What follows belongs to an exercise in optimizing a design on an open flow for small area; a production flow would make more cautious choices. Only simulation tests tie the RTL to the original design; equivalence was not proved. Power figures rest on the tool's default switching activity, not on a simulated workload.

==> flow/design.v <==
module arbiter (
    input  wire clk,
    input  wire reset,
    input  wire req_1,
    input  wire req_2,
    output wire stall_1,
    output wire stall_2
);
	reg       grant_1, grant_2;
	reg       req_1_d, req_2_d;
	reg [2:0] cnt;
	wire      sat = (cnt == 3'd5);
	always @(posedge clk) begin
		if (reset) begin
			grant_1 <= 1'b0;
			grant_2 <= 1'b0;
			req_1_d <= 1'b0;
			req_2_d <= 1'b0;
			cnt     <= 3'd0;
		end else begin
			grant_1 <= req_1 & (~req_2 | ~sat);
			grant_2 <= req_2 & (~req_1 | sat);
			req_1_d <= req_1;
			req_2_d <= req_2;
			if (grant_1)      cnt <= sat ? cnt : cnt + 3'd1;
			else if (grant_2) cnt <= 3'd0;
		end
	end
	assign stall_1 = req_1_d & ~grant_1;
	assign stall_2 = req_2_d & ~grant_2;
endmodule
module shared_resource (
	input 	wire	clk,
	input 	wire	reset,
	input 	wire [31:0] resource_input,
	output 	wire [31:0] resource_output
);
	reg [31:0] mem_out;
	assign resource_output = mem_out;
	always @(posedge clk) begin
		if (reset) begin
			mem_out <= 'd0;
		end
		else begin	
			case (resource_input)
				'd1  : mem_out <= 'd92;
				'd2  : mem_out <= 'd48;
				'd3  : mem_out <= 'd41;
				'd4  : mem_out <= 'd33;
				'd5  : mem_out <= 'd28;
				'd6  : mem_out <= 'd35;
				'd7  : mem_out <= 'd86;
				'd8  : mem_out <= 'd41;
				'd9  : mem_out <= 'd57;
				'd10 : mem_out <= 'd67;
				'd11 : mem_out <= 'd12;
				'd12 : mem_out <= 'd27;
				'd13 : mem_out <= 'd6;
				'd14 : mem_out <= 'd77;
				'd15 : mem_out <= 'd89;
				'd16 : mem_out <= 'd14;
				'd17 : mem_out <= 'd67;
				'd18 : mem_out <= 'd85;
				'd19 : mem_out <= 'd64;
				'd20 : mem_out <= 'd86;
				'd21 : mem_out <= 'd7;
				'd22 : mem_out <= 'd7;
				'd23 : mem_out <= 'd91;
				'd24 : mem_out <= 'd69;
				'd25 : mem_out <= 'd86;
				'd26 : mem_out <= 'd46;
				'd27 : mem_out <= 'd34;
				'd28 : mem_out <= 'd5;
				'd29 : mem_out <= 'd92;
				'd30 : mem_out <= 'd25;
				'd31 : mem_out <= 'd97;
				'd32 : mem_out <= 'd25;
				'hFFFFFFFF : 	mem_out <= 'hFFFFFFFF;
				default:		mem_out <= 'hFFFFFFFF;
			endcase
		end
	end
endmodule
module pipeline_unit (
    input  wire         clk,
    input  wire         reset,
    input  wire [31:0]  inputs,
    input  wire         in_valid,
    input  wire         flush,
    output wire [31:0]  outputs,
    output wire         push
);
	reg [31:0] d0, d1, d2;
	reg        c1;
	reg        v0, v1, v2;
	wire [16:0] cl;
	wire [15:0] sl;
	assign sl[0] = d0[0];
	assign sl[1] = ~d0[1];
	assign sl[2] = d0[2] ^ d0[1];
	assign sl[3] = ~(d0[3] ^ (d0[2] & d0[1]));
	assign cl[4] = d0[3] | (d0[2] & d0[1]);
	genvar i;
	generate
		for (i = 4; i < 16; i = i + 1) begin : g_lo
			assign sl[i]   = d0[i] ^ cl[i];
			assign cl[i+1] = d0[i] & cl[i];
		end
	endgenerate
	wire [32:16] ch;
	wire [31:16] sh;
	assign ch[16] = c1;
	generate
		for (i = 16; i < 32; i = i + 1) begin : g_hi
			assign sh[i]   = d1[i] ^ ch[i];
			assign ch[i+1] = d1[i] & ch[i];
		end
	endgenerate
	always @(posedge clk) begin
		d0 <= inputs;
		d1 <= {d0[31:16], sl};
		c1 <= cl[16];
		d2 <= {sh, d1[15:0]};
	end
	always @(posedge clk) begin
		if (reset | flush) begin
			v0 <= 1'b0;
			v1 <= 1'b0;
			v2 <= 1'b0;
		end else begin
			v0 <= in_valid;
			v1 <= v0;
			v2 <= v1;
		end
	end
	assign outputs = d2;
	assign push    = v2 & ~flush;
endmodule
module buffer_slots (
    input  wire        clk,
    input  wire        reset,
    input  wire [31:0] inputs,
    input  wire        stall,
    input  wire        push,
    output reg  [31:0] outputs,
    output reg         valid
);
	reg [31:0] slot [7:0];
	reg [4:0]  count;
	wire empty = (count == 5'd0);
	wire write = push & stall;
	wire pop   = ~push & ~empty & ~stall;
	integer i;
	always @(posedge clk) begin
		if (write) begin
			slot[0] <= inputs;
			for (i = 1; i < 8; i = i + 1) slot[i] <= slot[i-1];
		end
	end
	wire [4:0] up_t, dn_t;
	assign up_t[0] = write;
	assign dn_t[0] = pop;
	genvar j;
	generate
		for (j = 1; j < 5; j = j + 1) begin : g_cnt
			assign up_t[j] = up_t[j-1] &  count[j-1];
			assign dn_t[j] = dn_t[j-1] & ~count[j-1];
		end
	endgenerate
	always @(posedge clk) begin
		if (reset) count <= 5'd0;
		else       count <= count ^ (up_t | dn_t);
	end
	always @(posedge clk) begin
		if (reset)      valid <= 1'b0;
		else if (push)  valid <= ~stall;
		else if (empty) valid <= 1'b0;
		else if (~stall) valid <= 1'b1;
	end
	wire       hold = ~push & stall;
	wire       take = ~push & ~stall;
	wire [7:0] sel;
	genvar k;
	generate
		for (k = 0; k < 8; k = k + 1) begin : g_sel
			assign sel[k] = take & (count[2:0] == k);
		end
	endgenerate
	wire [31:0] next_out;
	generate
		for (k = 0; k < 32; k = k + 1) begin : g_bit
			out_bit u_bit (
				.push (push),
				.word (inputs[k]),
				.hold (hold),
				.q    (outputs[k]),
				.sel  (sel),
				.e    ({slot[6][k], slot[5][k], slot[4][k], slot[3][k],
				        slot[2][k], slot[1][k], slot[0][k], slot[7][k]}),
				.y    (next_out[k])
			);
		end
	endgenerate
	always @(posedge clk) outputs <= next_out;
endmodule
module out_bit (
    input  wire       push,
    input  wire       word,
    input  wire       hold,
    input  wire       q,
    input  wire [7:0] sel,
    input  wire [7:0] e,
    output wire       y
);
	wire y1, y2, y3, y4;
	gate_aoi222 u1 (.a1(push),   .a2(word), .b1(hold),   .b2(q),    .c1(sel[0]), .c2(e[0]), .y(y1));
	gate_aoi222 u2 (.a1(sel[1]), .a2(e[1]), .b1(sel[2]), .b2(e[2]), .c1(sel[3]), .c2(e[3]), .y(y2));
	gate_aoi222 u3 (.a1(sel[4]), .a2(e[4]), .b1(sel[5]), .b2(e[5]), .c1(sel[6]), .c2(e[6]), .y(y3));
	gate_nand2  u4 (.a(sel[7]), .b(e[7]), .y(y4));
	gate_nand4  u5 (.a(y1), .b(y2), .c(y3), .d(y4), .y(y));
endmodule
module gate_aoi222 (
    input  wire a1, a2, b1, b2, c1, c2,
    output wire y
);
	assign y = ~((a1 & a2) | (b1 & b2) | (c1 & c2));
endmodule
module gate_nand2 (
    input  wire a, b,
    output wire y
);
	assign y = ~(a & b);
endmodule
module gate_nand4 (
    input  wire a, b, c, d,
    output wire y
);
	assign y = ~(a & b & c & d);
endmodule
module pipeline_top (
    input  wire         clk,
    input  wire         reset,
    input  wire [31:0]  inputs,
    input  wire         in_valid,
    input  wire         flush,
    input  wire         stall,
    output wire [31:0]  outputs,
    output wire         out_valid
);
	wire [31:0] word;
	wire        push;
	pipeline_unit pipeline_unit_inst (
		.clk      (clk),
		.reset    (reset),
		.inputs   (inputs),
		.in_valid (in_valid),
		.flush    (flush),
		.outputs  (word),
		.push     (push)
	);
	buffer_slots buffer_slots_inst (
		.clk     (clk),
		.reset   (reset),
		.inputs  (word),
		.stall   (stall),
		.push    (push),
		.outputs (outputs),
		.valid   (out_valid)
	);
endmodule
module pipeline_wrapped (
    input  wire        clk,
    input  wire        reset,
    input  wire [31:0] pipeline1_inputs,
    input  wire [31:0] pipeline2_inputs,
    input  wire [1:0]  in_valid,
    input  wire        flush_1,
    input  wire        flush_2,
    output wire [31:0] pipeline1_outputs,
    output wire [31:0] pipeline2_outputs,
    output wire [1:0]  out_valid
);
	wire stall_1, stall_2;
	arbiter arbiter_inst (
		.clk     (clk),
		.reset   (reset),
		.req_1   (out_valid[0]),
		.req_2   (out_valid[1]),
		.stall_1 (stall_1),
		.stall_2 (stall_2)
	);
	pipeline_top pipeline_1 (
		.clk       (clk),
		.reset     (reset),
		.inputs    (pipeline1_inputs),
		.in_valid  (in_valid[0]),
		.flush     (flush_1),
		.stall     (stall_1),
		.outputs   (pipeline1_outputs),
		.out_valid (out_valid[0])
	);
	pipeline_top pipeline_2 (
		.clk       (clk),
		.reset     (reset),
		.inputs    (pipeline2_inputs),
		.in_valid  (in_valid[1]),
		.flush     (flush_2),
		.stall     (stall_2),
		.outputs   (pipeline2_outputs),
		.out_valid (out_valid[1])
	);
endmodule
clock: 5.0 ns
lec_check: 0
cap_margin: 20
core_margin: 2
core_utilization: 70
slew_margin: 20
synth_hierarchical: 1
synth_minimum_keep_size: 0
buffer_ports_args: -buffer_cell sky130_fd_sc_hd__buf_1
cts_args: -sink_clustering_enable -repair_clock_nets -dont_use_dummy_load -buf_list sky130_fd_sc_hd__clkbuf_8 -sink_clustering_size 16 -sink_clustering_max_diameter 50
standard.sh (not shown) runs the stock make flow with config.mk's settings and CLKGATE_MAP_FILE= SYNTH_SCRIPT=/design/flow/synth_recipe.tcl, a recipe that flattens the netlist after the stock synthesis.
==> flow/flow/run.sh <==
#!/bin/bash
# Standard layout (the standard.sh, standard synthesis unchanged) with two
# changes: ports are buffered with buf_1 instead of the default buffer cell, and
# clock tree synthesis inserts no dummy loads and uses clkbuf_8 buffers driving
# clusters of up to 16 flip-flops within 50 um.
set -euo pipefail
cat >> config.mk <<'EOF'
export BUFFER_PORTS_ARGS = -buffer_cell sky130_fd_sc_hd__buf_1
export CTS_ARGS = -sink_clustering_enable -repair_clock_nets -dont_use_dummy_load -buf_list sky130_fd_sc_hd__clkbuf_8 -sink_clustering_size 16 -sink_clustering_max_diameter 50
EOF
bash standard.sh > standard.log 2>&1
The baseline finished clean.
==> next run, changes <==
--- a/flow/design.v
+++ b/flow/design.v
@@ -154,25 +154,16 @@
 	always @(posedge clk) begin
 		if (write) begin
 			slot[0] <= inputs;
 			for (i = 1; i < 8; i = i + 1) slot[i] <= slot[i-1];
 		end
 	end
-	wire [4:0] up_t, dn_t;
-	assign up_t[0] = write;
-	assign dn_t[0] = pop;
-	genvar j;
-	generate
-		for (j = 1; j < 5; j = j + 1) begin : g_cnt
-			assign up_t[j] = up_t[j-1] &  count[j-1];
-			assign dn_t[j] = dn_t[j-1] & ~count[j-1];
-		end
-	endgenerate
 	always @(posedge clk) begin
-		if (reset) count <= 5'd0;
-		else       count <= count ^ (up_t | dn_t);
+		if (reset)      count <= 5'd0;
+		else if (write) count <= count + 5'd1;
+		else if (pop)   count <= count - 5'd1;
 	end
 	always @(posedge clk) begin
 		if (reset)      valid <= 1'b0;
 		else if (push)  valid <= ~stall;
 		else if (empty) valid <= 1'b0;
 		else if (~stall) valid <= 1'b1;
What happened:
- The new run completed without violations
- non-clock buffer count goes down by 4
- clock skew goes up by 47 ps
- synthesized area goes up by 0.62%
- flip-flop and latch count is unchanged
- total power goes up by 30%
- via count goes up by 0.92%
- fmax stays flat
- setup slack loses 7.2 ps
- design area goes up by 0.41%
- sequential power goes up by 8.8%
- final cell count goes up by 1.1%

==> what the ideal ports hide <==
No port has a modelled driver above. Below, the same layouts with a new extraction and two added sets of constraints.
Step 1: set_driving_cell puts a clkbuf_16 on clk and a buf_2 on each other input, an assumption about the parent block.
Step 2 also shifts input and output timing later by t, the mid clock arrival at the registers, as if the neighbouring blocks saw the same clock.
Three values: ideal, step 1, step 2; two values: the first two.
run | shift t [ns] | slack for setup (ns) | worst setup path at the end | clock arrival spread, ns | slew at the worst register clock pin (ns)
the first run | 0.692 | 1.571 / 1.571 / 1.459 | input to register | 0.023 / 0.023 | 0.10 / 0.10
the second run | 0.703 | 1.564 / 1.564 / 1.418 | input to register | 0.068 / 0.068 | 0.10 / 0.10
After both steps every run listed still meets setup and hold. The setup slack of the second run, which loses most, moves by 0.000 ns with the drivers and by -0.146 ns with both steps.
